What follows belongs to an exercise in optimizing a design on an open flow for small area and a short achievable clock period; a production flow would make more cautious choices.
Only simulation tests tie the RTL to the original design; equivalence was not proved.
Power figures rest on the tool's default switching activity, not on a simulated workload.

Setup of lagoon:
## mac_16bit
module mac_16bit(out_rounded,md,mr,clk,rst);
output reg [26:0] out_rounded;
input [15:0] md,mr;
input clk,rst;
reg [15:0] MD;
reg [7:0] ONE, TWO, NEG;         
reg [78:0] P;                  
reg [39:0] A;                    
reg [5:0] CB;                 
reg [8:0] k;       
reg clr;           
reg z1;            
reg r1, z2;        
wire zero = !rst | clr;
wire [16:0] mrx = {mr, 1'b0};
wire [7:0] one_n, two_n, neg_n;
genvar g;
generate for (g = 0; g < 8; g = g + 1) begin : enc
  assign one_n[g] = mrx[2*g+1] ^ mrx[2*g];
  assign two_n[g] = (mrx[2*g+2] & ~mrx[2*g+1] & ~mrx[2*g]) | (~mrx[2*g+2] & mrx[2*g+1] & mrx[2*g]);
  assign neg_n[g] = mrx[2*g+2] & ~(mrx[2*g+1] & mrx[2*g]);
end endgenerate
wire [16:0] pp0 = (({17{ONE[0]}} & {MD[15], MD}) | ({17{TWO[0]}} & {MD, 1'b0})) ^ {17{NEG[0]}};
wire ns0 = ~pp0[16];
wire [16:0] pp1 = (({17{ONE[1]}} & {MD[15], MD}) | ({17{TWO[1]}} & {MD, 1'b0})) ^ {17{NEG[1]}};
wire ns1 = ~pp1[16];
wire [16:0] pp2 = (({17{ONE[2]}} & {MD[15], MD}) | ({17{TWO[2]}} & {MD, 1'b0})) ^ {17{NEG[2]}};
wire ns2 = ~pp2[16];
wire [16:0] pp3 = (({17{ONE[3]}} & {MD[15], MD}) | ({17{TWO[3]}} & {MD, 1'b0})) ^ {17{NEG[3]}};
wire ns3 = ~pp3[16];
wire [16:0] pp4 = (({17{ONE[4]}} & {MD[15], MD}) | ({17{TWO[4]}} & {MD, 1'b0})) ^ {17{NEG[4]}};
wire ns4 = ~pp4[16];
wire [16:0] pp5 = (({17{ONE[5]}} & {MD[15], MD}) | ({17{TWO[5]}} & {MD, 1'b0})) ^ {17{NEG[5]}};
wire ns5 = ~pp5[16];
wire [16:0] pp6 = (({17{ONE[6]}} & {MD[15], MD}) | ({17{TWO[6]}} & {MD, 1'b0})) ^ {17{NEG[6]}};
wire ns6 = ~pp6[16];
wire [16:0] pp7 = (({17{ONE[7]}} & {MD[15], MD}) | ({17{TWO[7]}} & {MD, 1'b0})) ^ {17{NEG[7]}};
wire ns7 = ~pp7[16];
wire as1, ac2; ha_cell u_as1 (.a(pp0[10]), .b(pp1[8]), .s(as1), .co(ac2));
wire as3, ac4; ha_cell u_as3 (.a(pp0[11]), .b(pp1[9]), .s(as3), .co(ac4));
wire as5, ac6; fa_cell u_as5 (.a(pp0[12]), .b(pp1[10]), .c(pp2[8]), .s(as5), .co(ac6));
wire as7, ac8; ha_cell u_as7 (.a(pp3[6]), .b(pp4[4]), .s(as7), .co(ac8));
wire as9, ac10; fa_cell u_as9 (.a(pp0[13]), .b(pp1[11]), .c(pp2[9]), .s(as9), .co(ac10));
wire as11, ac12; ha_cell u_as11 (.a(pp3[7]), .b(pp4[5]), .s(as11), .co(ac12));
wire as13, ac14; fa_cell u_as13 (.a(pp0[14]), .b(pp1[12]), .c(pp2[10]), .s(as13), .co(ac14));
  ...
clock: 6.9 ns
lec_check: 0
cap_margin: 20
core_margin: 2
core_utilization: 60
cts_cluster_diameter: 100
cts_cluster_size: 20
setup_slack_margin: 4.15
slew_margin: 20
synth_hierarchical: 1
synth_minimum_keep_size: 0
standard.sh (not shown) runs the stock make flow with config.mk's settings and CLKGATE_MAP_FILE= SYNTH_SCRIPT=/design/flow/synth_recipe.tcl, a recipe that flattens the netlist after the stock synthesis.
==> flow/flow/run.sh <==
#!/bin/bash
# The standard layout (the standard.sh), except that the port buffers are
# sky130_fd_sc_hd__buf_1 cells instead of the default delay buffers.
set -euo pipefail
export BUFFER_PORTS_ARGS="-buffer_cell sky130_fd_sc_hd__buf_1"
bash standard.sh > standard.log 2>&1
lagoon: PASS, flow complete, no timing, DRC or antenna violations
Modified inputs, delta compared to lagoon
- a change of CORE_UTILIZATION from 60 to 65
==> flow/flow/run.sh <==
#!/bin/bash
# The standard layout (the standard.sh), except that the port buffers are
# sky130_fd_sc_hd__buf_2 cells instead of the default delay buffers.
set -euo pipefail
export BUFFER_PORTS_ARGS="-buffer_cell sky130_fd_sc_hd__buf_2"
bash standard.sh > standard.log 2>&1
==> comparison <==
delta | status: complete | timing, DRC, antenna: pass. Worst hold margin was lower in delta than in lagoon. Diff lagoon -> delta: actual transition at the worst max-transition pin shows an increase of 0.012 ns; critical path required time shows no meaningful change; total area of sequential cells shows no meaningful change. A end point of the critical path of A[11] is what lagoon shows, while A[17] belongs to delta.
### delta -> fjord
- swapping 4.15 for 4.2 in SETUP_SLACK_MARGIN
- swapping 65 for 60 in CORE_UTILIZATION
Findings:
Against delta, the final cell area of fjord is higher.
Final standard cell utilization of the core (lower): fjord
Summary of fjord over delta: upper clock frequency limit rose by 0.0086 GHz; routed length on met2 went down by 390 um; fraction of area in registers roughly the same.
Re adder-cell share of the synthesized area: no difference whatsoever between fjord and delta.
Here is what was changed in the inputs of garnet compared with fjord.
- changing SETUP_SLACK_MARGIN from 4.2 to 4.05
## What came out
- Internal reg-to-reg setup slack: garnet vs fjord down 0.07 ns
- fjord → garnet: layout overhead on the synthesized area shrank by 1.4 points; slew at the pin closest to its max-slew limit grew by 0.0049 ns.
- According to the power report, total power for garnet is lower than for fjord.
- garnet ends up with lower worst hold slack than fjord does.
- Compared to fjord, the router laid down more metal wire for garnet.
- A[11] as the destination of the critical timing path was reported by garnet, and A[17] by fjord.
- Max wire length of the first global-routing pass across fjord and garnet: garnet
- For count of non-CTS buffers in the layout, dividing the value from garnet by the value from fjord gives 0.880.
- The final-layout setup total negative slack of fjord and that of garnet are within noise of each other.
- Summary — number of standard cells in the layout, taps in and fillers out, garnet relative to fjord: lower, by 10.

## afterwards: timing with drivers on the ports
The flow's constraints put no driver on any port. The routed layouts listed below were extracted and timed again, unchanged, in two steps.
Step 1 (the two cells are an assumption about what drives the block):
set clk [get_ports {clk}]
set_driving_cell -lib_cell sky130_fd_sc_hd__clkbuf_16 $clk
set_driving_cell -lib_cell sky130_fd_sc_hd__buf_2 [delete_from_list [all_inputs] $clk]
Step 2 times the ports against the registers' clock, not the clock port: input delays grow and output delays shrink by t, the midpoint of the rising clock arrivals with the driver on.
Slacks: ideal / step 1 / step 2; pairs: ideal / step 1.
run	t, ns	slack for setup (ns)	hold slack, ns	pins driven straight from the clock port
lagoon	0.514	4.101 / 4.101 / 4.101	0.346 / 0.346 / 0.346	1
delta	0.510	4.147 / 4.147 / 4.147	0.335 / 0.335 / 0.335	1
fjord	0.514	4.210 / 4.210 / 4.210	0.340 / 0.340 / 0.340	1
garnet	0.516	4.145 / 4.145 / 4.145	0.335 / 0.335 / 0.335	1
After both steps every run listed still meets setup and hold.
